Background: an optimization exercise with open tools, aiming at small area and a short achievable clock period. Do not read the settings as production practice. Function was checked by simulation only, so behaviour that the tests miss may differ from the original. Power is estimated from default activity; no workload was simulated.

== run 1 ==
Design TopLevel, start of the top module:
module TopLevel (
    input  logic        clk, rst,
    output logic [31:0] imem_addr,
    input  logic [31:0] imem_rdata,
    output logic [31:0] dmem_addr,
    output logic [31:0] dmem_wdata,
    output logic [3:0]  dmem_wstrb,
    output logic        dmem_re,
    input  logic [31:0] dmem_rdata
);
  logic [31:0] ins;
  logic [4:0]  op, rs1a, rs2a, rda;
  logic [2:0]  f3;
  assign ins  = imem_rdata;
  assign op   = ins[6:2];
  assign f3   = ins[14:12];
  assign rs1a = ins[19:15];
  assign rs2a = ins[24:20];
  assign rda  = ins[11:7];
  logic is_load, is_store, is_branch, is_jal, is_jalr, is_lui, is_auipc;
  assign is_load   = ~op[4] & ~op[3] & ~op[2];    
  assign is_store  = ~op[4] &  op[3] & ~op[2];    
  assign is_branch =  op[4] & ~op[0];             
  assign is_jal    =  op[4] &  op[1];             
  assign is_jalr   =  op[4] &  op[0] & ~op[1];    
  assign is_lui    =  op[3] &  op[2] &  op[0];    
  assign is_auipc  = ~op[3] &  op[2] &  op[0];    
  logic reg_wr;
  assign reg_wr = ~is_store & ~is_branch;
  logic [31:0] immI, immU, immC;
  assign immI = {{20{ins[31]}}, ins[31:20]};
  assign immU = {ins[31:12], 12'b0};
  always_comb begin
  ...
export LEC_CHECK = 0
export CAP_MARGIN = 15
export CORE_MARGIN = 2
export CORE_UTILIZATION = 55
export CTS_BUF_LIST = sky130_fd_sc_hd__clkbuf_8
export PLACE_DENSITY = 0.75
export SLEW_MARGIN = 15
export SYNTH_HIERARCHICAL = 1
export SYNTH_MINIMUM_KEEP_SIZE = 0
create_clock -name core_clock -period 15.0 [get_ports {clk}]
standard.sh (not shown) runs the stock make flow with config.mk's settings and CLKGATE_MAP_FILE= SYNTH_SCRIPT=/design/flow/synth_recipe.tcl, a recipe that flattens the netlist after the stock synthesis.
==> flow/flow/run.sh <==
#!/bin/bash
# The standard layout with these changes:
#  - the port buffers are buf_2 cells (buffer_ports' own pick is a slow delay cell);
#  - timing repair aims SETUP_SLACK_MARGIN below the clock period;
#  - clock tree synthesis inserts no dummy loads and clusters up to 16 sinks per leaf buffer.
# The full make output goes to standard_flow.log; ORFS's own logs are under orfs/logs.
set -euo pipefail
cd "$(dirname "$0")/.."
bash standard.sh \
  "BUFFER_PORTS_ARGS=-buffer_cell sky130_fd_sc_hd__buf_2" \
  SETUP_SLACK_MARGIN=5.7 \
  "CTS_ARGS=-sink_clustering_enable -repair_clock_nets -buf_list sky130_fd_sc_hd__clkbuf_8 -sink_clustering_size 16 -sink_clustering_max_diameter 90 -dont_use_dummy_load" \
  finish > standard_flow.log 2>&1
Run 1 finished every step from synthesis to the final layout, and the layout passed the timing, design-rule and antenna checks.
Changes in run 2 relative to run 1:
# run 1
export LEC_CHECK = 0
export CAP_MARGIN = 15
export CORE_MARGIN = 2
export CORE_UTILIZATION = 55
export CTS_BUF_LIST = sky130_fd_sc_hd__clkbuf_8
export PLACE_DENSITY = 0.75
export SLEW_MARGIN = 15
export SYNTH_HIERARCHICAL = 1
export SYNTH_MINIMUM_KEEP_SIZE = 0
create_clock -name core_clock -period 15.0 [get_ports {clk}]
# run 2
export LEC_CHECK = 0
export CAP_MARGIN = 20
export CORE_MARGIN = 2
export CORE_UTILIZATION = 62
export CTS_BUF_LIST = sky130_fd_sc_hd__clkbuf_8
export PLACE_DENSITY = 0.85
export SLEW_MARGIN = 20
export SYNTH_HIERARCHICAL = 1
export SYNTH_MINIMUM_KEEP_SIZE = 0
create_clock -name core_clock -period 15.0 [get_ports {clk}]
==> flow/flow/run.sh <==
#!/bin/bash
# The standard layout with these changes:
#  - the port buffers are buf_2 cells (buffer_ports' own pick is a slow delay cell);
#  - timing repair aims SETUP_SLACK_MARGIN below the clock period;
#  - clock tree synthesis inserts no dummy loads and clusters up to 14 sinks per leaf buffer.
# The full make output goes to standard_flow.log; ORFS's own logs are under orfs/logs.
set -euo pipefail
cd "$(dirname "$0")/.."
bash standard.sh \
  "BUFFER_PORTS_ARGS=-buffer_cell sky130_fd_sc_hd__buf_2" \
  SETUP_SLACK_MARGIN=5.5 \
  "CTS_ARGS=-sink_clustering_enable -repair_clock_nets -buf_list sky130_fd_sc_hd__clkbuf_8 -sink_clustering_size 14 -sink_clustering_max_diameter 80 -dont_use_dummy_load" \
  finish > standard_flow.log 2>&1
==> comparison <==
- When the final numbers for run 2 and run 1 were put side by side, the proportion of cell area spent on the clock network turned out to be greater in run 2.
- Looking at fraction of met1 tracks used by global routing across run 2 and run 1, the one that comes out higher is run 2.
- Going from run 1 to run 2, design area shrank by a few percent.
- For total power, run 2 and run 1 come out practically identical.
- The number of diodes reported for run 2 is greater than that of run 1 by 4.
Here is what was changed in the inputs of run 3 compared with run 2.
# run 2
export LEC_CHECK = 0
export CAP_MARGIN = 20
export CORE_MARGIN = 2
export CORE_UTILIZATION = 62
export CTS_BUF_LIST = sky130_fd_sc_hd__clkbuf_8
export PLACE_DENSITY = 0.85
export SLEW_MARGIN = 20
export SYNTH_HIERARCHICAL = 1
export SYNTH_MINIMUM_KEEP_SIZE = 0
create_clock -name core_clock -period 15.0 [get_ports {clk}]
# run 3
export LEC_CHECK = 0
export CAP_MARGIN = 15
export CORE_MARGIN = 2
export CORE_UTILIZATION = 55
export CTS_BUF_LIST = sky130_fd_sc_hd__clkbuf_8
export PLACE_DENSITY = 0.75
export SLEW_MARGIN = 15
export SYNTH_HIERARCHICAL = 1
export SYNTH_MINIMUM_KEEP_SIZE = 0
create_clock -name core_clock -period 15.0 [get_ports {clk}]
==> flow/flow/run.sh <==
#!/bin/bash
# The standard layout with these changes:
#  - the port buffers are buf_2 cells (buffer_ports' own pick is a slow delay cell);
#  - timing repair aims SETUP_SLACK_MARGIN below the clock period;
#  - clock tree synthesis inserts no dummy loads and clusters up to 16 sinks per leaf buffer.
# The full make output goes to standard_flow.log; ORFS's own logs are under orfs/logs.
set -euo pipefail
cd "$(dirname "$0")/.."
bash standard.sh \
  "BUFFER_PORTS_ARGS=-buffer_cell sky130_fd_sc_hd__buf_2" \
  SETUP_SLACK_MARGIN=5.5 \
  "CTS_ARGS=-sink_clustering_enable -repair_clock_nets -buf_list sky130_fd_sc_hd__clkbuf_8 -sink_clustering_size 16 -sink_clustering_max_diameter 90 -dont_use_dummy_load" \
  finish > standard_flow.log 2>&1
==> results.txt <==
Of run 3 and run 2, run 2 shows the higher final routed wire length divided by cell count, with run 3 below it. The clock insertion delay at the later pin of the skew report on run 2 is in line with that on run 3. Delta(share of the cycle needed by the critical path after routing, run 3 - run 2) < 0. Run 3 vs run 2 — proportion of cell area occupied by multi-input gates dropped 0.35 points. Status: combinational power parity (run 2, run 3). Summary — sum of internal, switching and leakage power, run 3 relative to run 2: lower, by about 1.4%. Final period demand of the worst path | run 3 below run 2. Final HPWL from detailed placement of run 3 is on par with run 2.
Here is what was changed in the inputs of run 4 compared with run 3.
# run 3
export LEC_CHECK = 0
export CAP_MARGIN = 15
export CORE_MARGIN = 2
export CORE_UTILIZATION = 55
export CTS_BUF_LIST = sky130_fd_sc_hd__clkbuf_8
export PLACE_DENSITY = 0.75
export SLEW_MARGIN = 15
export SYNTH_HIERARCHICAL = 1
export SYNTH_MINIMUM_KEEP_SIZE = 0
create_clock -name core_clock -period 15.0 [get_ports {clk}]
# run 4
export LEC_CHECK = 0
export CAP_MARGIN = 20
export CORE_MARGIN = 2
export CORE_UTILIZATION = 55
export CTS_BUF_LIST = sky130_fd_sc_hd__clkbuf_8
export PLACE_DENSITY = 0.75
export SLEW_MARGIN = 20
export SYNTH_HIERARCHICAL = 1
export SYNTH_MINIMUM_KEEP_SIZE = 0
create_clock -name core_clock -period 15.0 [get_ports {clk}]
==> flow/flow/run.sh <==
#!/bin/bash
# The standard layout with these changes:
#  - the port buffers are buf_2 cells (buffer_ports' own pick is a slow delay cell);
#  - timing repair aims SETUP_SLACK_MARGIN below the clock period;
#  - clock tree synthesis inserts no dummy loads and clusters up to 14 sinks per leaf buffer.
# The full make output goes to standard_flow.log; ORFS's own logs are under orfs/logs.
set -euo pipefail
cd "$(dirname "$0")/.."
bash standard.sh \
  "BUFFER_PORTS_ARGS=-buffer_cell sky130_fd_sc_hd__buf_2" \
  SETUP_SLACK_MARGIN=5.5 \
  "CTS_ARGS=-sink_clustering_enable -repair_clock_nets -buf_list sky130_fd_sc_hd__clkbuf_8 -sink_clustering_size 14 -sink_clustering_max_diameter 80 -dont_use_dummy_load" \
  finish > standard_flow.log 2>&1
## What came out
- From run 3 to run 4 the numbers moved as follows: share of the final layout cell area in sequential cells level; leakage power of the design moved up; ratio of final minimum period to clock period moved up; number of fill cells in the layout level.
- First-iteration DRC count deteriorates in run 4 relative to run 3.
- Run 4 vs run 3, timing startpoint of the critical path: imem_rdata[21] vs imem_rdata[15]
- Going from run 3 to run 4, count of non-filler cells in the finished layout ~0 delta; minimum setup slack in the final design now sits lower.

-- what the ideal ports hide --
No port has a modelled driver above. Below, the same layouts with a new extraction and two added sets of constraints.
Step 1: set_driving_cell puts a clkbuf_16 on clk and a buf_2 on each other input, an assumption about the parent block.
Step 2 moves the port delays by t, midway between the first and last clock arrival at a register: inputs arrive t later, outputs are due t later. That takes back most of the time a late clock gives input paths.
a / b / c = ideal ports / drivers / drivers and shift; a / b = the first two.
| run | shift t [ns] | setup WS [ns] | hold WS [ns] | worst setup path after step 2 | worst slew at a driven data input, ns |
|---|---|---|---|---|---|
| run 1 | 0.806 | 5.506 / 5.397 / 4.895 | 0.810 / 0.810 / 0.810 | input to register | 0.18 |
| run 2 | 0.795 | 5.277 / 5.234 / 4.588 | 0.762 / 0.762 / 0.762 | input to register | 0.05 |
| run 3 | 0.796 | 5.395 / 5.350 / 4.717 | 0.820 / 0.820 / 0.820 | input to register | 0.06 |
| run 4 | 0.807 | 5.301 / 5.346 / 4.539 | 0.811 / 0.811 / 0.811 | input to register | 0.05 |
After both steps every run listed still meets setup and hold. The setup slack of run 4, which loses most, moves by +0.045 ns with the drivers and by -0.762 ns with both steps.
